Background: an optimization exercise with open tools, aiming at small area, a short achievable clock period and few clock cycles. Do not read the settings as production practice. Function was not checked in any run shown here: the RTL went through the layout flow alone. Power and IR drop assume default switching activity.

==> flow/design.v, too long to show whole: its modules and the start of the top module <==
// module LASER: 2618 lines
module LASER (
    input        CLK,
    input        RST,
    input  [3:0] X,
    input  [3:0] Y,
    output [3:0] C1X,
    output [3:0] C1Y,
    output [3:0] C2X,
    output [3:0] C2Y,
    output       DONE
);
  // ...
==> flow/run.sh <==
#!/bin/bash
# synth_recipe.tcl (not shown) runs the flow's synth.tcl, then flattens the netlist and writes it again
# the make line also repeats each setting of config.mk as NAME=value (left out here)
make -C /OpenROAD-flow-scripts/flow DESIGN_CONFIG=/design/flow/config.mk WORK_HOME=/design/flow/orfs CLKGATE_MAP_FILE= SYNTH_SCRIPT=/design/flow/synth_recipe.tcl finish
==> flow/config.mk <==
export PLATFORM = sky130hd
export DESIGN_NAME = LASER
export DESIGN_NICKNAME = LASER
export VERILOG_FILES = /design/flow/design.v
export SDC_FILE = /design/flow/constraint.sdc
export NUM_CORES = 4
export LEC_CHECK = 0
export CAP_MARGIN = 20
export CORE_MARGIN = 2
export CORE_UTILIZATION = 40
export SLEW_MARGIN = 20
==> flow/constraint.sdc <==
create_clock -name core_clock -period 8.0 [get_ports {CLK}]
set_input_delay 1.6000 -clock core_clock [delete_from_list [all_inputs] [get_ports {CLK}]]
set_output_delay 1.6000 -clock core_clock [all_outputs]
set_load 0.01 [all_outputs]
==> run notes, run 1 <==
status complete, no violations; cells on worst reg2reg path 12; Setup WS pre-CTS about 2500 ps; Post-synth top cells inv_1, dfxtp_1, o21ai_0, nand2_1, a21oi_1; reg2reg end col2_61r; Data required, critical path around 8700 ps; placed cell areas approximately 0.079 sq mm; met2 WL roughly 140 mm; # DRC 0; CTS sink count 861; # Max-Cap Violations 0; Layout Cells excl Fill 11800; M1 GR Usage 0.454; post-detailed-route count of antenna-violating nets 0; post-route setup TNS 0 ps; post-cts resize count 0; Seq. pwr approximately 5.6 mW; IO buf count 26; Layout Nets 10200; Clk. pwr approximately 5.5 mW; peak supply drop 0.212 mV; top cell type by total area after synthesis dfxtp_1; FFs w/ async S/R, synth 0.0163; fillers 18900; placed cells ~12000; first-pass iteration count of the detailed router 7; Compound-Gate Fraction of Synth Area 0.255; Final GP Congestion ~1.1; die extent in x 442 um; worst rel slew slack 0.147
==> inputs of run 2 (changes only) <==
--- a/flow/design.v
+++ b/flow/design.v
@@ -31,8 +31,50 @@
 assign DONE = done_r;
 wire in_last  = (state == S_IN) && (in_cnt == 6'd39);
-wire pass_end = (state == S_RUN) && (ph == 5'd20);
-wire vupd     = (state == S_RUN) && (ph == 5'd0) && k2;
+reg  pe_r;      
+reg  vu_r;      
+wire pass_end = pe_r;
+wire vupd     = vu_r;
 wire conv     = k2 && (mx == ax) && (my == ay);
 wire [3:0] cy = pass_end ? my : ph[3:0];
+wire pvn0;
+wire pvn1;
+wire pvn2;
+wire pvn3;
+wire pvn4;
+wire pvn5;
+wire pvn6;
+wire pvn7;
+wire pvn8;
+wire pvn9;
+wire pvn10;
+wire pvn11;
+wire pvn12;
+wire pvn13;
+wire pvn14;
+wire pvn15;
+wire pvn16;
+wire pvn17;
+wire pvn18;
+wire pvn19;
+wire pvn20;
+wire pvn21;
+wire pvn22;
+wire pvn23;
+wire pvn24;
+wire pvn25;
+wire pvn26;
+wire pvn27;
+wire pvn28;
+wire pvn29;
+wire pvn30;
+wire pvn31;
+wire pvn32;
+wire pvn33;
+wire pvn34;
+wire pvn35;
+wire pvn36;
+wire pvn37;
+wire pvn38;
+wire pvn39;
 wire [4:0] ncy = 5'd0 - {1'b0, cy};
 function [2:0] cls;
@@ -88,44 +130,44 @@
 wire [4:0] s39 = {1'b0, py[38]} + ncy;
 always @(posedge CLK) begin
-    {pk[0], pr[0]} <= cls(s0);
-    {pk[1], pr[1]} <= cls(s1);
-    {pk[2], pr[2]} <= cls(s2);
-    {pk[3], pr[3]} <= cls(s3);
-    {pk[4], pr[4]} <= cls(s4);
-    {pk[5], pr[5]} <= cls(s5);
-    {pk[6], pr[6]} <= cls(s6);
-    {pk[7], pr[7]} <= cls(s7);
-    {pk[8], pr[8]} <= cls(s8);
-    {pk[9], pr[9]} <= cls(s9);
-    {pk[10], pr[10]} <= cls(s10);
-    {pk[11], pr[11]} <= cls(s11);
-    {pk[12], pr[12]} <= cls(s12);
-    {pk[13], pr[13]} <= cls(s13);
-    {pk[14], pr[14]} <= cls(s14);
-    {pk[15], pr[15]} <= cls(s15);
-    {pk[16], pr[16]} <= cls(s16);
-    {pk[17], pr[17]} <= cls(s17);
-    {pk[18], pr[18]} <= cls(s18);
-    {pk[19], pr[19]} <= cls(s19);
-    {pk[20], pr[20]} <= cls(s20);
-    {pk[21], pr[21]} <= cls(s21);
-    {pk[22], pr[22]} <= cls(s22);
-    {pk[23], pr[23]} <= cls(s23);
-    {pk[24], pr[24]} <= cls(s24);
-    {pk[25], pr[25]} <= cls(s25);
-    {pk[26], pr[26]} <= cls(s26);
-    {pk[27], pr[27]} <= cls(s27);
-    {pk[28], pr[28]} <= cls(s28);
-    {pk[29], pr[29]} <= cls(s29);
-    {pk[30], pr[30]} <= cls(s30);
-    {pk[31], pr[31]} <= cls(s31);
-    {pk[32], pr[32]} <= cls(s32);
-    {pk[33], pr[33]} <= cls(s33);
-    {pk[34], pr[34]} <= cls(s34);
-    {pk[35], pr[35]} <= cls(s35);
-    {pk[36], pr[36]} <= cls(s36);
-    {pk[37], pr[37]} <= cls(s37);
-    {pk[38], pr[38]} <= cls(s38);
-    {pk[39], pr[39]} <= cls(s39);
+    {pk[0], pr[0]} <= cls(s0) & {pass_end | pvn0, 2'b11};
+    {pk[1], pr[1]} <= cls(s1) & {pass_end | pvn1, 2'b11};
+    {pk[2], pr[2]} <= cls(s2) & {pass_end | pvn2, 2'b11};
+    {pk[3], pr[3]} <= cls(s3) & {pass_end | pvn3, 2'b11};
+    {pk[4], pr[4]} <= cls(s4) & {pass_end | pvn4, 2'b11};
+    {pk[5], pr[5]} <= cls(s5) & {pass_end | pvn5, 2'b11};
+    {pk[6], pr[6]} <= cls(s6) & {pass_end | pvn6, 2'b11};
+    {pk[7], pr[7]} <= cls(s7) & {pass_end | pvn7, 2'b11};
+    {pk[8], pr[8]} <= cls(s8) & {pass_end | pvn8, 2'b11};
+    {pk[9], pr[9]} <= cls(s9) & {pass_end | pvn9, 2'b11};
+    {pk[10], pr[10]} <= cls(s10) & {pass_end | pvn10, 2'b11};
+    {pk[11], pr[11]} <= cls(s11) & {pass_end | pvn11, 2'b11};
+    {pk[12], pr[12]} <= cls(s12) & {pass_end | pvn12, 2'b11};
+    {pk[13], pr[13]} <= cls(s13) & {pass_end | pvn13, 2'b11};
+    {pk[14], pr[14]} <= cls(s14) & {pass_end | pvn14, 2'b11};
+    {pk[15], pr[15]} <= cls(s15) & {pass_end | pvn15, 2'b11};
+    {pk[16], pr[16]} <= cls(s16) & {pass_end | pvn16, 2'b11};
+    {pk[17], pr[17]} <= cls(s17) & {pass_end | pvn17, 2'b11};
+    {pk[18], pr[18]} <= cls(s18) & {pass_end | pvn18, 2'b11};
+    {pk[19], pr[19]} <= cls(s19) & {pass_end | pvn19, 2'b11};
+    {pk[20], pr[20]} <= cls(s20) & {pass_end | pvn20, 2'b11};
+    {pk[21], pr[21]} <= cls(s21) & {pass_end | pvn21, 2'b11};
+    {pk[22], pr[22]} <= cls(s22) & {pass_end | pvn22, 2'b11};
+    {pk[23], pr[23]} <= cls(s23) & {pass_end | pvn23, 2'b11};
+    {pk[24], pr[24]} <= cls(s24) & {pass_end | pvn24, 2'b11};
+    {pk[25], pr[25]} <= cls(s25) & {pass_end | pvn25, 2'b11};
+    {pk[26], pr[26]} <= cls(s26) & {pass_end | pvn26, 2'b11};
+    {pk[27], pr[27]} <= cls(s27) & {pass_end | pvn27, 2'b11};
+    {pk[28], pr[28]} <= cls(s28) & {pass_end | pvn28, 2'b11};
+    {pk[29], pr[29]} <= cls(s29) & {pass_end | pvn29, 2'b11};
+    {pk[30], pr[30]} <= cls(s30) & {pass_end | pvn30, 2'b11};
+    {pk[31], pr[31]} <= cls(s31) & {pass_end | pvn31, 2'b11};
+    {pk[32], pr[32]} <= cls(s32) & {pass_end | pvn32, 2'b11};
+    {pk[33], pr[33]} <= cls(s33) & {pass_end | pvn33, 2'b11};
+    {pk[34], pr[34]} <= cls(s34) & {pass_end | pvn34, 2'b11};
+    {pk[35], pr[35]} <= cls(s35) & {pass_end | pvn35, 2'b11};
+    {pk[36], pr[36]} <= cls(s36) & {pass_end | pvn36, 2'b11};
+    {pk[37], pr[37]} <= cls(s37) & {pass_end | pvn37, 2'b11};
+    {pk[38], pr[38]} <= cls(s38) & {pass_end | pvn38, 2'b11};
+    {pk[39], pr[39]} <= cls(s39) & {pass_end | pvn39, 2'b11};
 end
 function [11:0] ftab;    
@@ -168,5 +210,5 @@
 assign mxo[14] = mx[3] & mx[2] & mx[1] & ~mx[0];
 assign mxo[15] = mx[3] & mx[2] & mx[1] & mx[0];
-wire e0 = pk[0] & (pv[0] | vupd);
+wire e0 = pk[0];
 wire [3:0] A0 = {e0 & px[0][3] & px[0][2], e0 & px[0][3] & ~px[0][2], e0 & ~px[0][3] & px[0][2], e0 & ~px[0][3] & ~px[0][2]};
 wire [11:0] F0 = ftab({pr[0], px[0][1:0]});
@@ -188,5 +230,5 @@
 wire m0_15 = A0[3] & F0[3] | A0[2] & F0[7];
 wire c0 = |({m0_15, m0_14, m0_13, m0_12, m0_11, m0_10, m0_9, m0_8, m0_7, m0_6, m0_5, m0_4, m0_3, m0_2, m0_1, m0_0} & mxo);
-wire e1 = pk[1] & (pv[1] | vupd);
+wire e1 = pk[1];
 wire [3:0] A1 = {e1 & px[1][3] & px[1][2], e1 & px[1][3] & ~px[1][2], e1 & ~px[1][3] & px[1][2], e1 & ~px[1][3] & ~px[1][2]};
 wire [11:0] F1 = ftab({pr[1], px[1][1:0]});
@@ -208,5 +250,5 @@
 wire m1_15 = A1[3] & F1[3] | A1[2] & F1[7];
 wire c1 = |({m1_15, m1_14, m1_13, m1_12, m1_11, m1_10, m1_9, m1_8, m1_7, m1_6, m1_5, m1_4, m1_3, m1_2, m1_1, m1_0} & mxo);
-wire e2 = pk[2] & (pv[2] | vupd);
+wire e2 = pk[2];
 wire [3:0] A2 = {e2 & px[2][3] & px[2][2], e2 & px[2][3] & ~px[2][2], e2 & ~px[2][3] & px[2][2], e2 & ~px[2][3] & ~px[2][2]};
 wire [11:0] F2 = ftab({pr[2], px[2][1:0]});
@@ -228,5 +270,5 @@
 wire m2_15 = A2[3] & F2[3] | A2[2] & F2[7];
 wire c2 = |({m2_15, m2_14, m2_13, m2_12, m2_11, m2_10, m2_9, m2_8, m2_7, m2_6, m2_5, m2_4, m2_3, m2_2, m2_1, m2_0} & mxo);
-wire e3 = pk[3] & (pv[3] | vupd);
+wire e3 = pk[3];
 wire [3:0] A3 = {e3 & px[3][3] & px[3][2], e3 & px[3][3] & ~px[3][2], e3 & ~px[3][3] & px[3][2], e3 & ~px[3][3] & ~px[3][2]};
 wire [11:0] F3 = ftab({pr[3], px[3][1:0]});
@@ -248,5 +290,5 @@
 wire m3_15 = A3[3] & F3[3] | A3[2] & F3[7];
 wire c3 = |({m3_15, m3_14, m3_13, m3_12, m3_11, m3_10, m3_9, m3_8, m3_7, m3_6, m3_5, m3_4, m3_3, m3_2, m3_1, m3_0} & mxo);
-wire e4 = pk[4] & (pv[4] | vupd);
+wire e4 = pk[4];
 wire [3:0] A4 = {e4 & px[4][3] & px[4][2], e4 & px[4][3] & ~px[4][2], e4 & ~px[4][3] & px[4][2], e4 & ~px[4][3] & ~px[4][2]};
 wire [11:0] F4 = ftab({pr[4], px[4][1:0]});
@@ -268,5 +310,5 @@
 wire m4_15 = A4[3] & F4[3] | A4[2] & F4[7];
 wire c4 = |({m4_15, m4_14, m4_13, m4_12, m4_11, m4_10, m4_9, m4_8, m4_7, m4_6, m4_5, m4_4, m4_3, m4_2, m4_1, m4_0} & mxo);
-wire e5 = pk[5] & (pv[5] | vupd);
+wire e5 = pk[5];
 wire [3:0] A5 = {e5 & px[5][3] & px[5][2], e5 & px[5][3] & ~px[5][2], e5 & ~px[5][3] & px[5][2], e5 & ~px[5][3] & ~px[5][2]};
 wire [11:0] F5 = ftab({pr[5], px[5][1:0]});
@@ -288,5 +330,5 @@
 wire m5_15 = A5[3] & F5[3] | A5[2] & F5[7];
 wire c5 = |({m5_15, m5_14, m5_13, m5_12, m5_11, m5_10, m5_9, m5_8, m5_7, m5_6, m5_5, m5_4, m5_3, m5_2, m5_1, m5_0} & mxo);
-wire e6 = pk[6] & (pv[6] | vupd);
+wire e6 = pk[6];
 wire [3:0] A6 = {e6 & px[6][3] & px[6][2], e6 & px[6][3] & ~px[6][2], e6 & ~px[6][3] & px[6][2], e6 & ~px[6][3] & ~px[6][2]};
 wire [11:0] F6 = ftab({pr[6], px[6][1:0]});
@@ -308,5 +350,5 @@
 wire m6_15 = A6[3] & F6[3] | A6[2] & F6[7];
 wire c6 = |({m6_15, m6_14, m6_13, m6_12, m6_11, m6_10, m6_9, m6_8, m6_7, m6_6, m6_5, m6_4, m6_3, m6_2, m6_1, m6_0} & mxo);
-wire e7 = pk[7] & (pv[7] | vupd);
+wire e7 = pk[7];
 wire [3:0] A7 = {e7 & px[7][3] & px[7][2], e7 & px[7][3] & ~px[7][2], e7 & ~px[7][3] & px[7][2], e7 & ~px[7][3] & ~px[7][2]};
 wire [11:0] F7 = ftab({pr[7], px[7][1:0]});
@@ -328,5 +370,5 @@
 wire m7_15 = A7[3] & F7[3] | A7[2] & F7[7];
 wire c7 = |({m7_15, m7_14, m7_13, m7_12, m7_11, m7_10, m7_9, m7_8, m7_7, m7_6, m7_5, m7_4, m7_3, m7_2, m7_1, m7_0} & mxo);
-wire e8 = pk[8] & (pv[8] | vupd);
+wire e8 = pk[8];
 wire [3:0] A8 = {e8 & px[8][3] & px[8][2], e8 & px[8][3] & ~px[8][2], e8 & ~px[8][3] & px[8][2], e8 & ~px[8][3] & ~px[8][2]};
 wire [11:0] F8 = ftab({pr[8], px[8][1:0]});
@@ -348,5 +390,5 @@
 wire m8_15 = A8[3] & F8[3] | A8[2] & F8[7];
 wire c8 = |({m8_15, m8_14, m8_13, m8_12, m8_11, m8_10, m8_9, m8_8, m8_7, m8_6, m8_5, m8_4, m8_3, m8_2, m8_1, m8_0} & mxo);
-wire e9 = pk[9] & (pv[9] | vupd);
+wire e9 = pk[9];
 wire [3:0] A9 = {e9 & px[9][3] & px[9][2], e9 & px[9][3] & ~px[9][2], e9 & ~px[9][3] & px[9][2], e9 & ~px[9][3] & ~px[9][2]};
 wire [11:0] F9 = ftab({pr[9], px[9][1:0]});
@@ -368,5 +410,5 @@
 wire m9_15 = A9[3] & F9[3] | A9[2] & F9[7];
 wire c9 = |({m9_15, m9_14, m9_13, m9_12, m9_11, m9_10, m9_9, m9_8, m9_7, m9_6, m9_5, m9_4, m9_3, m9_2, m9_1, m9_0} & mxo);
-wire e10 = pk[10] & (pv[10] | vupd);
+wire e10 = pk[10];
 wire [3:0] A10 = {e10 & px[10][3] & px[10][2], e10 & px[10][3] & ~px[10][2], e10 & ~px[10][3] & px[10][2], e10 & ~px[10][3] & ~px[10][2]};
 wire [11:0] F10 = ftab({pr[10], px[10][1:0]});
@@ -388,5 +430,5 @@
 wire m10_15 = A10[3] & F10[3] | A10[2] & F10[7];
 wire c10 = |({m10_15, m10_14, m10_13, m10_12, m10_11, m10_10, m10_9, m10_8, m10_7, m10_6, m10_5, m10_4, m10_3, m10_2, m10_1, m10_0} & mxo);
-wire e11 = pk[11] & (pv[11] | vupd);
+wire e11 = pk[11];
 wire [3:0] A11 = {e11 & px[11][3] & px[11][2], e11 & px[11][3] & ~px[11][2], e11 & ~px[11][3] & px[11][2], e11 & ~px[11][3] & ~px[11][2]};
 wire [11:0] F11 = ftab({pr[11], px[11][1:0]});
@@ -408,5 +450,5 @@
 wire m11_15 = A11[3] & F11[3] | A11[2] & F11[7];
 wire c11 = |({m11_15, m11_14, m11_13, m11_12, m11_11, m11_10, m11_9, m11_8, m11_7, m11_6, m11_5, m11_4, m11_3, m11_2, m11_1, m11_0} & mxo);
-wire e12 = pk[12] & (pv[12] | vupd);
+wire e12 = pk[12];
 wire [3:0] A12 = {e12 & px[12][3] & px[12][2], e12 & px[12][3] & ~px[12][2], e12 & ~px[12][3] & px[12][2], e12 & ~px[12][3] & ~px[12][2]};
 wire [11:0] F12 = ftab({pr[12], px[12][1:0]});
@@ -428,5 +470,5 @@
 wire m12_15 = A12[3] & F12[3] | A12[2] & F12[7];
 wire c12 = |({m12_15, m12_14, m12_13, m12_12, m12_11, m12_10, m12_9, m12_8, m12_7, m12_6, m12_5, m12_4, m12_3, m12_2, m12_1, m12_0} & mxo);
-wire e13 = pk[13] & (pv[13] | vupd);
+wire e13 = pk[13];
 wire [3:0] A13 = {e13 & px[13][3] & px[13][2], e13 & px[13][3] & ~px[13][2], e13 & ~px[13][3] & px[13][2], e13 & ~px[13][3] & ~px[13][2]};
 wire [11:0] F13 = ftab({pr[13], px[13][1:0]});
@@ -448,5 +490,5 @@
 wire m13_15 = A13[3] & F13[3] | A13[2] & F13[7];
 wire c13 = |({m13_15, m13_14, m13_13, m13_12, m13_11, m13_10, m13_9, m13_8, m13_7, m13_6, m13_5, m13_4, m13_3, m13_2, m13_1, m13_0} & mxo);
-wire e14 = pk[14] & (pv[14] | vupd);
+wire e14 = pk[14];
 wire [3:0] A14 = {e14 & px[14][3] & px[14][2], e14 & px[14][3] & ~px[14][2], e14 & ~px[14][3] & px[14][2], e14 & ~px[14][3] & ~px[14][2]};
 wire [11:0] F14 = ftab({pr[14], px[14][1:0]});
@@ -468,5 +510,5 @@
 wire m14_15 = A14[3] & F14[3] | A14[2] & F14[7];
 wire c14 = |({m14_15, m14_14, m14_13, m14_12, m14_11, m14_10, m14_9, m14_8, m14_7, m14_6, m14_5, m14_4, m14_3, m14_2, m14_1, m14_0} & mxo);
-wire e15 = pk[15] & (pv[15] | vupd);
+wire e15 = pk[15];
 wire [3:0] A15 = {e15 & px[15][3] & px[15][2], e15 & px[15][3] & ~px[15][2], e15 & ~px[15][3] & px[15][2], e15 & ~px[15][3] & ~px[15][2]};
 wire [11:0] F15 = ftab({pr[15], px[15][1:0]});
@@ -488,5 +530,5 @@
 wire m15_15 = A15[3] & F15[3] | A15[2] & F15[7];
 wire c15 = |({m15_15, m15_14, m15_13, m15_12, m15_11, m15_10, m15_9, m15_8, m15_7, m15_6, m15_5, m15_4, m15_3, m15_2, m15_1, m15_0} & mxo);
-wire e16 = pk[16] & (pv[16] | vupd);
+wire e16 = pk[16];
 wire [3:0] A16 = {e16 & px[16][3] & px[16][2], e16 & px[16][3] & ~px[16][2], e16 & ~px[16][3] & px[16][2], e16 & ~px[16][3] & ~px[16][2]};
 wire [11:0] F16 = ftab({pr[16], px[16][1:0]});
@@ -508,5 +550,5 @@
 wire m16_15 = A16[3] & F16[3] | A16[2] & F16[7];
 wire c16 = |({m16_15, m16_14, m16_13, m16_12, m16_11, m16_10, m16_9, m16_8, m16_7, m16_6, m16_5, m16_4, m16_3, m16_2, m16_1, m16_0} & mxo);
-wire e17 = pk[17] & (pv[17] | vupd);
+wire e17 = pk[17];
 wire [3:0] A17 = {e17 & px[17][3] & px[17][2], e17 & px[17][3] & ~px[17][2], e17 & ~px[17][3] & px[17][2], e17 & ~px[17][3] & ~px[17][2]};
 wire [11:0] F17 = ftab({pr[17], px[17][1:0]});
@@ -528,5 +570,5 @@
 wire m17_15 = A17[3] & F17[3] | A17[2] & F17[7];
 wire c17 = |({m17_15, m17_14, m17_13, m17_12, m17_11, m17_10, m17_9, m17_8, m17_7, m17_6, m17_5, m17_4, m17_3, m17_2, m17_1, m17_0} & mxo);
-wire e18 = pk[18] & (pv[18] | vupd);
+wire e18 = pk[18];
 wire [3:0] A18 = {e18 & px[18][3] & px[18][2], e18 & px[18][3] & ~px[18][2], e18 & ~px[18][3] & px[18][2], e18 & ~px[18][3] & ~px[18][2]};
 wire [11:0] F18 = ftab({pr[18], px[18][1:0]});
@@ -548,5 +590,5 @@
 wire m18_15 = A18[3] & F18[3] | A18[2] & F18[7];
 wire c18 = |({m18_15, m18_14, m18_13, m18_12, m18_11, m18_10, m18_9, m18_8, m18_7, m18_6, m18_5, m18_4, m18_3, m18_2, m18_1, m18_0} & mxo);
-wire e19 = pk[19] & (pv[19] | vupd);
+wire e19 = pk[19];
 wire [3:0] A19 = {e19 & px[19][3] & px[19][2], e19 & px[19][3] & ~px[19][2], e19 & ~px[19][3] & px[19][2], e19 & ~px[19][3] & ~px[19][2]};
 wire [11:0] F19 = ftab({pr[19], px[19][1:0]});
@@ -568,5 +610,5 @@
 wire m19_15 = A19[3] & F19[3] | A19[2] & F19[7];
 wire c19 = |({m19_15, m19_14, m19_13, m19_12, m19_11, m19_10, m19_9, m19_8, m19_7, m19_6, m19_5, m19_4, m19_3, m19_2, m19_1, m19_0} & mxo);
-wire e20 = pk[20] & (pv[20] | vupd);
+wire e20 = pk[20];
 wire [3:0] A20 = {e20 & px[20][3] & px[20][2], e20 & px[20][3] & ~px[20][2], e20 & ~px[20][3] & px[20][2], e20 & ~px[20][3] & ~px[20][2]};
 wire [11:0] F20 = ftab({pr[20], px[20][1:0]});
@@ -588,5 +630,5 @@
 wire m20_15 = A20[3] & F20[3] | A20[2] & F20[7];
 wire c20 = |({m20_15, m20_14, m20_13, m20_12, m20_11, m20_10, m20_9, m20_8, m20_7, m20_6, m20_5, m20_4, m20_3, m20_2, m20_1, m20_0} & mxo);
-wire e21 = pk[21] & (pv[21] | vupd);
+wire e21 = pk[21];
 wire [3:0] A21 = {e21 & px[21][3] & px[21][2], e21 & px[21][3] & ~px[21][2], e21 & ~px[21][3] & px[21][2], e21 & ~px[21][3] & ~px[21][2]};
 wire [11:0] F21 = ftab({pr[21], px[21][1:0]});
@@ -608,5 +650,5 @@
 wire m21_15 = A21[3] & F21[3] | A21[2] & F21[7];
 wire c21 = |({m21_15, m21_14, m21_13, m21_12, m21_11, m21_10, m21_9, m21_8, m21_7, m21_6, m21_5, m21_4, m21_3, m21_2, m21_1, m21_0} & mxo);
-wire e22 = pk[22] & (pv[22] | vupd);
+wire e22 = pk[22];
 wire [3:0] A22 = {e22 & px[22][3] & px[22][2], e22 & px[22][3] & ~px[22][2], e22 & ~px[22][3] & px[22][2], e22 & ~px[22][3] & ~px[22][2]};
 wire [11:0] F22 = ftab({pr[22], px[22][1:0]});
@@ -628,5 +670,5 @@
 wire m22_15 = A22[3] & F22[3] | A22[2] & F22[7];
 wire c22 = |({m22_15, m22_14, m22_13, m22_12, m22_11, m22_10, m22_9, m22_8, m22_7, m22_6, m22_5, m22_4, m22_3, m22_2, m22_1, m22_0} & mxo);
-wire e23 = pk[23] & (pv[23] | vupd);
+wire e23 = pk[23];
 wire [3:0] A23 = {e23 & px[23][3] & px[23][2], e23 & px[23][3] & ~px[23][2], e23 & ~px[23][3] & px[23][2], e23 & ~px[23][3] & ~px[23][2]};
 wire [11:0] F23 = ftab({pr[23], px[23][1:0]});
@@ -648,5 +690,5 @@
 wire m23_15 = A23[3] & F23[3] | A23[2] & F23[7];
 wire c23 = |({m23_15, m23_14, m23_13, m23_12, m23_11, m23_10, m23_9, m23_8, m23_7, m23_6, m23_5, m23_4, m23_3, m23_2, m23_1, m23_0} & mxo);
-wire e24 = pk[24] & (pv[24] | vupd);
+wire e24 = pk[24];
 wire [3:0] A24 = {e24 & px[24][3] & px[24][2], e24 & px[24][3] & ~px[24][2], e24 & ~px[24][3] & px[24][2], e24 & ~px[24][3] & ~px[24][2]};
 wire [11:0] F24 = ftab({pr[24], px[24][1:0]});
@@ -668,5 +710,5 @@
 wire m24_15 = A24[3] & F24[3] | A24[2] & F24[7];
 wire c24 = |({m24_15, m24_14, m24_13, m24_12, m24_11, m24_10, m24_9, m24_8, m24_7, m24_6, m24_5, m24_4, m24_3, m24_2, m24_1, m24_0} & mxo);
-wire e25 = pk[25] & (pv[25] | vupd);
+wire e25 = pk[25];
 wire [3:0] A25 = {e25 & px[25][3] & px[25][2], e25 & px[25][3] & ~px[25][2], e25 & ~px[25][3] & px[25][2], e25 & ~px[25][3] & ~px[25][2]};
 wire [11:0] F25 = ftab({pr[25], px[25][1:0]});
@@ -688,5 +730,5 @@
 wire m25_15 = A25[3] & F25[3] | A25[2] & F25[7];
 wire c25 = |({m25_15, m25_14, m25_13, m25_12, m25_11, m25_10, m25_9, m25_8, m25_7, m25_6, m25_5, m25_4, m25_3, m25_2, m25_1, m25_0} & mxo);
-wire e26 = pk[26] & (pv[26] | vupd);
+wire e26 = pk[26];
 wire [3:0] A26 = {e26 & px[26][3] & px[26][2], e26 & px[26][3] & ~px[26][2], e26 & ~px[26][3] & px[26][2], e26 & ~px[26][3] & ~px[26][2]};
 wire [11:0] F26 = ftab({pr[26], px[26][1:0]});
@@ -708,5 +750,5 @@
 wire m26_15 = A26[3] & F26[3] | A26[2] & F26[7];
 wire c26 = |({m26_15, m26_14, m26_13, m26_12, m26_11, m26_10, m26_9, m26_8, m26_7, m26_6, m26_5, m26_4, m26_3, m26_2, m26_1, m26_0} & mxo);
-wire e27 = pk[27] & (pv[27] | vupd);
+wire e27 = pk[27];
 wire [3:0] A27 = {e27 & px[27][3] & px[27][2], e27 & px[27][3] & ~px[27][2], e27 & ~px[27][3] & px[27][2], e27 & ~px[27][3] & ~px[27][2]};
 wire [11:0] F27 = ftab({pr[27], px[27][1:0]});
@@ -728,5 +770,5 @@
 wire m27_15 = A27[3] & F27[3] | A27[2] & F27[7];
 wire c27 = |({m27_15, m27_14, m27_13, m27_12, m27_11, m27_10, m27_9, m27_8, m27_7, m27_6, m27_5, m27_4, m27_3, m27_2, m27_1, m27_0} & mxo);
-wire e28 = pk[28] & (pv[28] | vupd);
+wire e28 = pk[28];
 wire [3:0] A28 = {e28 & px[28][3] & px[28][2], e28 & px[28][3] & ~px[28][2], e28 & ~px[28][3] & px[28][2], e28 & ~px[28][3] & ~px[28][2]};
 wire [11:0] F28 = ftab({pr[28], px[28][1:0]});
@@ -748,5 +790,5 @@
 wire m28_15 = A28[3] & F28[3] | A28[2] & F28[7];
 wire c28 = |({m28_15, m28_14, m28_13, m28_12, m28_11, m28_10, m28_9, m28_8, m28_7, m28_6, m28_5, m28_4, m28_3, m28_2, m28_1, m28_0} & mxo);
-wire e29 = pk[29] & (pv[29] | vupd);
+wire e29 = pk[29];
 wire [3:0] A29 = {e29 & px[29][3] & px[29][2], e29 & px[29][3] & ~px[29][2], e29 & ~px[29][3] & px[29][2], e29 & ~px[29][3] & ~px[29][2]};
 wire [11:0] F29 = ftab({pr[29], px[29][1:0]});
@@ -768,5 +810,5 @@
 wire m29_15 = A29[3] & F29[3] | A29[2] & F29[7];
 wire c29 = |({m29_15, m29_14, m29_13, m29_12, m29_11, m29_10, m29_9, m29_8, m29_7, m29_6, m29_5, m29_4, m29_3, m29_2, m29_1, m29_0} & mxo);
-wire e30 = pk[30] & (pv[30] | vupd);
+wire e30 = pk[30];
 wire [3:0] A30 = {e30 & px[30][3] & px[30][2], e30 & px[30][3] & ~px[30][2], e30 & ~px[30][3] & px[30][2], e30 & ~px[30][3] & ~px[30][2]};
 wire [11:0] F30 = ftab({pr[30], px[30][1:0]});
@@ -788,5 +830,5 @@
 wire m30_15 = A30[3] & F30[3] | A30[2] & F30[7];
 wire c30 = |({m30_15, m30_14, m30_13, m30_12, m30_11, m30_10, m30_9, m30_8, m30_7, m30_6, m30_5, m30_4, m30_3, m30_2, m30_1, m30_0} & mxo);
-wire e31 = pk[31] & (pv[31] | vupd);
+wire e31 = pk[31];
 wire [3:0] A31 = {e31 & px[31][3] & px[31][2], e31 & px[31][3] & ~px[31][2], e31 & ~px[31][3] & px[31][2], e31 & ~px[31][3] & ~px[31][2]};
 wire [11:0] F31 = ftab({pr[31], px[31][1:0]});
@@ -808,5 +850,5 @@
 wire m31_15 = A31[3] & F31[3] | A31[2] & F31[7];
 wire c31 = |({m31_15, m31_14, m31_13, m31_12, m31_11, m31_10, m31_9, m31_8, m31_7, m31_6, m31_5, m31_4, m31_3, m31_2, m31_1, m31_0} & mxo);
-wire e32 = pk[32] & (pv[32] | vupd);
+wire e32 = pk[32];
 wire [3:0] A32 = {e32 & px[32][3] & px[32][2], e32 & px[32][3] & ~px[32][2], e32 & ~px[32][3] & px[32][2], e32 & ~px[32][3] & ~px[32][2]};
 wire [11:0] F32 = ftab({pr[32], px[32][1:0]});
@@ -828,5 +870,5 @@
 wire m32_15 = A32[3] & F32[3] | A32[2] & F32[7];
 wire c32 = |({m32_15, m32_14, m32_13, m32_12, m32_11, m32_10, m32_9, m32_8, m32_7, m32_6, m32_5, m32_4, m32_3, m32_2, m32_1, m32_0} & mxo);
-wire e33 = pk[33] & (pv[33] | vupd);
+wire e33 = pk[33];
 wire [3:0] A33 = {e33 & px[33][3] & px[33][2], e33 & px[33][3] & ~px[33][2], e33 & ~px[33][3] & px[33][2], e33 & ~px[33][3] & ~px[33][2]};
 wire [11:0] F33 = ftab({pr[33], px[33][1:0]});
@@ -848,5 +890,5 @@
 wire m33_15 = A33[3] & F33[3] | A33[2] & F33[7];
 wire c33 = |({m33_15, m33_14, m33_13, m33_12, m33_11, m33_10, m33_9, m33_8, m33_7, m33_6, m33_5, m33_4, m33_3, m33_2, m33_1, m33_0} & mxo);
-wire e34 = pk[34] & (pv[34] | vupd);
+wire e34 = pk[34];
 wire [3:0] A34 = {e34 & px[34][3] & px[34][2], e34 & px[34][3] & ~px[34][2], e34 & ~px[34][3] & px[34][2], e34 & ~px[34][3] & ~px[34][2]};
 wire [11:0] F34 = ftab({pr[34], px[34][1:0]});
@@ -868,5 +910,5 @@
 wire m34_15 = A34[3] & F34[3] | A34[2] & F34[7];
 wire c34 = |({m34_15, m34_14, m34_13, m34_12, m34_11, m34_10, m34_9, m34_8, m34_7, m34_6, m34_5, m34_4, m34_3, m34_2, m34_1, m34_0} & mxo);
-wire e35 = pk[35] & (pv[35] | vupd);
+wire e35 = pk[35];
 wire [3:0] A35 = {e35 & px[35][3] & px[35][2], e35 & px[35][3] & ~px[35][2], e35 & ~px[35][3] & px[35][2], e35 & ~px[35][3] & ~px[35][2]};
 wire [11:0] F35 = ftab({pr[35], px[35][1:0]});
@@ -888,5 +930,5 @@
 wire m35_15 = A35[3] & F35[3] | A35[2] & F35[7];
 wire c35 = |({m35_15, m35_14, m35_13, m35_12, m35_11, m35_10, m35_9, m35_8, m35_7, m35_6, m35_5, m35_4, m35_3, m35_2, m35_1, m35_0} & mxo);
-wire e36 = pk[36] & (pv[36] | vupd);
+wire e36 = pk[36];
 wire [3:0] A36 = {e36 & px[36][3] & px[36][2], e36 & px[36][3] & ~px[36][2], e36 & ~px[36][3] & px[36][2], e36 & ~px[36][3] & ~px[36][2]};
 wire [11:0] F36 = ftab({pr[36], px[36][1:0]});
@@ -908,5 +950,5 @@
 wire m36_15 = A36[3] & F36[3] | A36[2] & F36[7];
 wire c36 = |({m36_15, m36_14, m36_13, m36_12, m36_11, m36_10, m36_9, m36_8, m36_7, m36_6, m36_5, m36_4, m36_3, m36_2, m36_1, m36_0} & mxo);
-wire e37 = pk[37] & (pv[37] | vupd);
+wire e37 = pk[37];
 wire [3:0] A37 = {e37 & px[37][3] & px[37][2], e37 & px[37][3] & ~px[37][2], e37 & ~px[37][3] & px[37][2], e37 & ~px[37][3] & ~px[37][2]};
 wire [11:0] F37 = ftab({pr[37], px[37][1:0]});
@@ -928,5 +970,5 @@
 wire m37_15 = A37[3] & F37[3] | A37[2] & F37[7];
 wire c37 = |({m37_15, m37_14, m37_13, m37_12, m37_11, m37_10, m37_9, m37_8, m37_7, m37_6, m37_5, m37_4, m37_3, m37_2, m37_1, m37_0} & mxo);
-wire e38 = pk[38] & (pv[38] | vupd);
+wire e38 = pk[38];
 wire [3:0] A38 = {e38 & px[38][3] & px[38][2], e38 & px[38][3] & ~px[38][2], e38 & ~px[38][3] & px[38][2], e38 & ~px[38][3] & ~px[38][2]};
 wire [11:0] F38 = ftab({pr[38], px[38][1:0]});
@@ -948,5 +990,5 @@
 wire m38_15 = A38[3] & F38[3] | A38[2] & F38[7];
 wire c38 = |({m38_15, m38_14, m38_13, m38_12, m38_11, m38_10, m38_9, m38_8, m38_7, m38_6, m38_5, m38_4, m38_3, m38_2, m38_1, m38_0} & mxo);
-wire e39 = pk[39] & (pv[39] | vupd);
+wire e39 = pk[39];
 wire [3:0] A39 = {e39 & px[39][3] & px[39][2], e39 & px[39][3] & ~px[39][2], e39 & ~px[39][3] & px[39][2], e39 & ~px[39][3] & ~px[39][2]};
 wire [11:0] F39 = ftab({pr[39], px[39][1:0]});
@@ -2521,6 +2563,10 @@
         ph     <= 5'd0;
         done_r <= 1'b0;
+        pe_r   <= 1'b0;
+        vu_r   <= 1'b0;
     end else begin
         done_r <= 1'b0;
+        pe_r   <= (state == S_RUN) && (ph == 5'd19);
+        vu_r   <= pass_end && !conv;
         case (state)
             S_IN: begin
@@ -2557,45 +2603,85 @@
     end
 end
+assign pvn0 = (state != S_RUN) | (vupd ? ~c39 : pv[39]);
+assign pvn1 = (state != S_RUN) | (vupd ? ~c0 : pv[0]);
+assign pvn2 = (state != S_RUN) | (vupd ? ~c1 : pv[1]);
+assign pvn3 = (state != S_RUN) | (vupd ? ~c2 : pv[2]);
+assign pvn4 = (state != S_RUN) | (vupd ? ~c3 : pv[3]);
+assign pvn5 = (state != S_RUN) | (vupd ? ~c4 : pv[4]);
+assign pvn6 = (state != S_RUN) | (vupd ? ~c5 : pv[5]);
+assign pvn7 = (state != S_RUN) | (vupd ? ~c6 : pv[6]);
+assign pvn8 = (state != S_RUN) | (vupd ? ~c7 : pv[7]);
+assign pvn9 = (state != S_RUN) | (vupd ? ~c8 : pv[8]);
+assign pvn10 = (state != S_RUN) | (vupd ? ~c9 : pv[9]);
+assign pvn11 = (state != S_RUN) | (vupd ? ~c10 : pv[10]);
+assign pvn12 = (state != S_RUN) | (vupd ? ~c11 : pv[11]);
+assign pvn13 = (state != S_RUN) | (vupd ? ~c12 : pv[12]);
+assign pvn14 = (state != S_RUN) | (vupd ? ~c13 : pv[13]);
+assign pvn15 = (state != S_RUN) | (vupd ? ~c14 : pv[14]);
+assign pvn16 = (state != S_RUN) | (vupd ? ~c15 : pv[15]);
+assign pvn17 = (state != S_RUN) | (vupd ? ~c16 : pv[16]);
+assign pvn18 = (state != S_RUN) | (vupd ? ~c17 : pv[17]);
+assign pvn19 = (state != S_RUN) | (vupd ? ~c18 : pv[18]);
+assign pvn20 = (state != S_RUN) | (vupd ? ~c19 : pv[19]);
+assign pvn21 = (state != S_RUN) | (vupd ? ~c20 : pv[20]);
+assign pvn22 = (state != S_RUN) | (vupd ? ~c21 : pv[21]);
+assign pvn23 = (state != S_RUN) | (vupd ? ~c22 : pv[22]);
+assign pvn24 = (state != S_RUN) | (vupd ? ~c23 : pv[23]);
+assign pvn25 = (state != S_RUN) | (vupd ? ~c24 : pv[24]);
+assign pvn26 = (state != S_RUN) | (vupd ? ~c25 : pv[25]);
+assign pvn27 = (state != S_RUN) | (vupd ? ~c26 : pv[26]);
+assign pvn28 = (state != S_RUN) | (vupd ? ~c27 : pv[27]);
+assign pvn29 = (state != S_RUN) | (vupd ? ~c28 : pv[28]);
+assign pvn30 = (state != S_RUN) | (vupd ? ~c29 : pv[29]);
+assign pvn31 = (state != S_RUN) | (vupd ? ~c30 : pv[30]);
+assign pvn32 = (state != S_RUN) | (vupd ? ~c31 : pv[31]);
+assign pvn33 = (state != S_RUN) | (vupd ? ~c32 : pv[32]);
+assign pvn34 = (state != S_RUN) | (vupd ? ~c33 : pv[33]);
+assign pvn35 = (state != S_RUN) | (vupd ? ~c34 : pv[34]);
+assign pvn36 = (state != S_RUN) | (vupd ? ~c35 : pv[35]);
+assign pvn37 = (state != S_RUN) | (vupd ? ~c36 : pv[36]);
+assign pvn38 = (state != S_RUN) | (vupd ? ~c37 : pv[37]);
+assign pvn39 = (state != S_RUN) | (vupd ? ~c38 : pv[38]);
 always @(posedge CLK) begin
-    pv[0] <= (state != S_RUN) | (vupd ? ~c39 : pv[39]);
-    pv[1] <= (state != S_RUN) | (vupd ? ~c0 : pv[0]);
-    pv[2] <= (state != S_RUN) | (vupd ? ~c1 : pv[1]);
-    pv[3] <= (state != S_RUN) | (vupd ? ~c2 : pv[2]);
-    pv[4] <= (state != S_RUN) | (vupd ? ~c3 : pv[3]);
-    pv[5] <= (state != S_RUN) | (vupd ? ~c4 : pv[4]);
-    pv[6] <= (state != S_RUN) | (vupd ? ~c5 : pv[5]);
-    pv[7] <= (state != S_RUN) | (vupd ? ~c6 : pv[6]);
-    pv[8] <= (state != S_RUN) | (vupd ? ~c7 : pv[7]);
-    pv[9] <= (state != S_RUN) | (vupd ? ~c8 : pv[8]);
-    pv[10] <= (state != S_RUN) | (vupd ? ~c9 : pv[9]);
-    pv[11] <= (state != S_RUN) | (vupd ? ~c10 : pv[10]);
-    pv[12] <= (state != S_RUN) | (vupd ? ~c11 : pv[11]);
-    pv[13] <= (state != S_RUN) | (vupd ? ~c12 : pv[12]);
-    pv[14] <= (state != S_RUN) | (vupd ? ~c13 : pv[13]);
-    pv[15] <= (state != S_RUN) | (vupd ? ~c14 : pv[14]);
-    pv[16] <= (state != S_RUN) | (vupd ? ~c15 : pv[15]);
-    pv[17] <= (state != S_RUN) | (vupd ? ~c16 : pv[16]);
-    pv[18] <= (state != S_RUN) | (vupd ? ~c17 : pv[17]);
-    pv[19] <= (state != S_RUN) | (vupd ? ~c18 : pv[18]);
-    pv[20] <= (state != S_RUN) | (vupd ? ~c19 : pv[19]);
-    pv[21] <= (state != S_RUN) | (vupd ? ~c20 : pv[20]);
-    pv[22] <= (state != S_RUN) | (vupd ? ~c21 : pv[21]);
-    pv[23] <= (state != S_RUN) | (vupd ? ~c22 : pv[22]);
-    pv[24] <= (state != S_RUN) | (vupd ? ~c23 : pv[23]);
-    pv[25] <= (state != S_RUN) | (vupd ? ~c24 : pv[24]);
-    pv[26] <= (state != S_RUN) | (vupd ? ~c25 : pv[25]);
-    pv[27] <= (state != S_RUN) | (vupd ? ~c26 : pv[26]);
-    pv[28] <= (state != S_RUN) | (vupd ? ~c27 : pv[27]);
-    pv[29] <= (state != S_RUN) | (vupd ? ~c28 : pv[28]);
-    pv[30] <= (state != S_RUN) | (vupd ? ~c29 : pv[29]);
-    pv[31] <= (state != S_RUN) | (vupd ? ~c30 : pv[30]);
-    pv[32] <= (state != S_RUN) | (vupd ? ~c31 : pv[31]);
-    pv[33] <= (state != S_RUN) | (vupd ? ~c32 : pv[32]);
-    pv[34] <= (state != S_RUN) | (vupd ? ~c33 : pv[33]);
-    pv[35] <= (state != S_RUN) | (vupd ? ~c34 : pv[34]);
-    pv[36] <= (state != S_RUN) | (vupd ? ~c35 : pv[35]);
-    pv[37] <= (state != S_RUN) | (vupd ? ~c36 : pv[36]);
-    pv[38] <= (state != S_RUN) | (vupd ? ~c37 : pv[37]);
-    pv[39] <= (state != S_RUN) | (vupd ? ~c38 : pv[38]);
+    pv[0] <= pvn0;
+    pv[1] <= pvn1;
+    pv[2] <= pvn2;
+    pv[3] <= pvn3;
+    pv[4] <= pvn4;
+    pv[5] <= pvn5;
+    pv[6] <= pvn6;
+    pv[7] <= pvn7;
+    pv[8] <= pvn8;
+    pv[9] <= pvn9;
+    pv[10] <= pvn10;
+    pv[11] <= pvn11;
+    pv[12] <= pvn12;
+    pv[13] <= pvn13;
+    pv[14] <= pvn14;
+    pv[15] <= pvn15;
+    pv[16] <= pvn16;
+    pv[17] <= pvn17;
+    pv[18] <= pvn18;
+    pv[19] <= pvn19;
+    pv[20] <= pvn20;
+    pv[21] <= pvn21;
+    pv[22] <= pvn22;
+    pv[23] <= pvn23;
+    pv[24] <= pvn24;
+    pv[25] <= pvn25;
+    pv[26] <= pvn26;
+    pv[27] <= pvn27;
+    pv[28] <= pvn28;
+    pv[29] <= pvn29;
+    pv[30] <= pvn30;
+    pv[31] <= pvn31;
+    pv[32] <= pvn32;
+    pv[33] <= pvn33;
+    pv[34] <= pvn34;
+    pv[35] <= pvn35;
+    pv[36] <= pvn36;
+    pv[37] <= pvn37;
+    pv[38] <= pvn38;
+    pv[39] <= pvn39;
 end
 always @(posedge CLK) begin
==> run notes, run 2 <==
status complete, no violations (unchanged); die height 442 um (about the same); count of different cell masters after synthesis 98 (was 112); Post-Synthesis Cells 7805 (was 9560); register area 0.0255 sq mm (was 0.0174 sq mm); post-cts resize count 0 (unchanged); vias in the first global route 59100 (was 69300); Power Total 19.7 mW (was 17.0 mW); Synth Area in Simple Gates 0.154 (was 0.175); CP dominant cell by count buf_4; crit path buf inv count 3 (was 4); most frequent cells in the layout dfxtp_1, inv_1, fa_1 (was inv_1, dfxtp_1, o21ai_0); clock skew 30.2 ps (was 66.6 ps); Worst-path clk slew 60 ps (was 70 ps); syn_nets 8814 (was 10600); pin count of the biggest net entering global routing 40 (was 35); Avg Cell Area, Syn 9.84 sq um (was 8.04 sq um); adder-cell share of the synthesized area 0.221 (was 0.220); # Max-Cap Violations 0 (unchanged); commonest non-fill, non-tap cell in the layout dfxtp_1 (was inv_1); Synth Flop Type dfxtp_1 (unchanged); Sw Pwr 6.58 mW (was 6.73 mW); unrepaired setup endpoints after global routing false (unchanged); most frequent cell after synthesis dfxtp_1 (was inv_1); Post-synth top cells dfxtp_1, inv_1, fa_1, nand2_1, ha_1 (was inv_1, dfxtp_1, o21ai_0, nand2_1, a21oi_1); FP Rows 160 (unchanged); share of layout cells above drive strength 1 0.101 (was 0.0513); Hold Fails Final Rpt 0 (unchanged); DR vias/cell 5.87 (was 6.38); Compound-Gate Fraction of Synth Area 0.136 (was 0.255); leak pwr 35.5 nW (was 34.2 nW); Slowest-stage cell, CP buf_4 (was a2111oi_1); Netlist Area Pre-Place 0.0768 sq mm (was 0.0769 sq mm); critical path's top delay family buffers and inverters (was adder cells); IO buf count 26 (unchanged); average routed wire per standard cell 27.3 um (was 29.3 um); fillers 17800 (was 18900); Slew @ Worst Pin 1260 ps (was 1270 ps); crit path time final 5730 ps (was 5780 ps); Data required, critical path 8720 ps (was 8700 ps); critical-path cell list buf_4, mux2i_1, nand3_1, xnor2_2, buf_4, buf_4, ha_1, nor2_1, a21oi_1, xor2_1, mux2i_1, nor3_1, a311oi_1 (was inv_1, ha_1, nand4b_1, nor2_4, buf_4, o21ai_2, a2111oi_1, fa_1, inv_1, fa_1, inv_1, fa_1); die area 0.195 sq mm (was 0.196 sq mm); gr ovfl total 0 (unchanged); FFs w/ async S/R, synth 0.0127 (was 0.0163); CP max stage delay 760 ps (was 1010 ps); crit start category register (unchanged); CTS tree yes (unchanged); starting density of the core 0.403 (about the same); Worst Hold Class register to register (unchanged); synth top area cells dfxtp_1, fa_1, ha_1 (unchanged); mux contribution to synthesized area 0.0694 (was 0.0185); top flop regs px x160, py x160, cnt_r x96 (unchanged); Crit Path Max Fanout 39 (was 28); EDFF count, synth 14 (unchanged); CP endpoint kind register (unchanged); Synth Warn # 15 (unchanged); total track usage 0.284 (was 0.340); peak supply drop 0.194 mV (was 0.212 mV); I/O Pins 27 (unchanged); largest family of logic cells by synthesized area adder cells (was compound AO/OA/AOI/OAI gates); Max Slew Vio Count 0 (unchanged); Iteration-0 DRC Markers 6978 (was 11300); proportion of power drawn by the clock network 0.354 (was 0.321); Sw Share 0.334 (was 0.396); Crit path arrival time 6450 ps (was 6470 ps); CP Class register to register (unchanged); post-synthesis xor/xnor area fraction 0.0261 (was 0.0216); worst hold slack 354 ps (was 341 ps); Final GP Congestion 1.08 (was 1.07); post-detailed-route count of antenna-violating nets 0 (unchanged); Clk Latency, worst-skew pair 810 ps (was 830 ps); vias 61100 (was 75100); multi-input logic area 0.0467 sq mm (was 0.0533 sq mm); sequential element share of the synthesized area 0.332 (was 0.227); clock buffer count from CTS 144 (was 104); # DRC 0 (unchanged); Post-CTS Hold Fix Bufs 0 (unchanged); Synth top area share 0.321 (was 0.217); worst rel slew slack 0.154 (was 0.147); Synth-to-Final Area Change 10.2% (was 7.65%); CTS Root Cell clkbuf_16 (unchanged); # H-tree levels 4 (was 3); die extent in x 442 um (about the same); HPWL Detailed 222 mm (was 263 mm); final worst path period share 0.717 (was 0.722); initial antenna violation count 20 (was 31); post-CTS setup buffer count 0 (unchanged); max frequency 174 MHz (was 173 MHz); Gate power share 0.268 (was 0.352); final setup fails 0 (unchanged); core box area 0.190 sq mm (was 0.191 sq mm); global-route wire length before repair 407 mm (was 492 mm); PD cells 233 mW/mm^2 (was 205 mW/mm^2); maximum root-to-sink buffer count 3 (unchanged); Int Power 13.1 mW (was 10.3 mW); CTS sink count 1263 (was 861); Seq cells post-synth 1263 (was 861); power share of the sequential group 0.378 (was 0.327); first-pass iteration count of the detailed router 7 (unchanged); top cell type by total area after synthesis dfxtp_1 (unchanged); Layout Nets 8788 (was 10200); final WL 284 mm (was 344 mm); post-route setup TNS 0 ps (unchanged)
==> run 2: cell count changes in the layout (fill, tap and decap cells not counted), sizes merged, moves of 242 or more <==
cell / previous run / this run
mux2: 6 / 249
a21oi: 674 / 226
nand2: 689 / 447
nor2: 627 / 367
o21ai: 729 / 254
dfxtp: 833 / 1233
==> run 2: layout make-up <==
type,instances,share of cell area
repair buffers,88,0.00887
clock inverters,66,0.0101
flip-flops and latches,1263,0.301
inverters,945,0.0419
multi-input cells,5337,0.552
diodes,9,0.000266
well taps,2511,0.0371
clock buffers,194,0.0486
==> run 2: cell families (layout without fill, tap and decap cells) <==
kind of cell / after synthesis / count (layout)
muxes: 498 / 498
xor gates and xnor gates: 208 / 208
adders and majority gates: 1017 / 1017
DFF: 1263 / 1263
and+or+nand+nor: 2160 / 2160
buffers and inverters: 1205 / 1293
AOI/OAI and AO/OA: 1454 / 1454
other: 0 / 9
==> run 2: layer usage <==
layer | GRT usage | wire (um) | vias up
met5 | 0 | 259 | -
met4 | 0.136 | 15800 | 18
met3 | 0.0746 | 27900 | 764
met2 | 0.435 | 123000 | 3034
met1 | 0.372 | 117000 | 29900
li1 | - | - | 27500
==> run 2: worst paths after layout <==
path	startpoint	to	slack, ps	cells past startpoint
max	pe_r	F0[11]	2270	13
min	py[36][2]	py[37][2]	350	0
max reg2reg	pe_r	F0[11]	2270	13
min reg2reg	py[36][2]	py[37][2]	350	0
max in group asynchronous	RST	pe_r	6260	2
min in group asynchronous	RST	ph[4]	1210	2
==> run 2: power by group through the flow <==
stage / registers [mW] / logic, mW / clock network, mW
after floorplan: 7.30 / 3.70 / 0
after global placement: 7.56 / 5.06 / 0
after detailed placement: 7.57 / 5.14 / 0
after CTS: 7.43 / 5.18 / 7.08
after global routing: 7.49 / 5.73 / 7.33
final: 7.44 / 5.29 / 6.97
==> run 2: stage by stage <==
stage	instances	area, sq um	setup WS [ps]	utilization
after global placement	10100	79600	2520	0.418
after floorplan	7805	76800	2870	-
after CTS	10400	84600	2260	0.444
after detailed placement	10100	79600	2290	0.418
final	10400	84600	2270	0.444
after global routing	10400	84600	2020	0.444

[separate check: timing with driven ports]
No port has a modelled driver above. Below, the same layouts with a new extraction and two added sets of constraints.
Step 1 sets driving cells, clkbuf_16 on the clock port and buf_2 on the other inputs (assumed; they add their load-dependent delay and slew).
Step 2 moves the port delays by t, midway between the first and last clock arrival at a register: inputs arrive t later, outputs are due t later. That takes back most of the time a late clock gives input paths.
Three values: no drivers, after step 1, after step 2; two values: the first two.
| run | t, ns | setup WS [ns] | clock arrival spread, ns |
|---|---|---|---|
| run 1 | 0.879 | 2.221 / 2.221 / 2.221 | 0.070 / 0.070 |
| run 2 | 0.888 | 2.266 / 2.266 / 2.266 | 0.033 / 0.034 |
After both steps setup and hold are still met in every run listed.
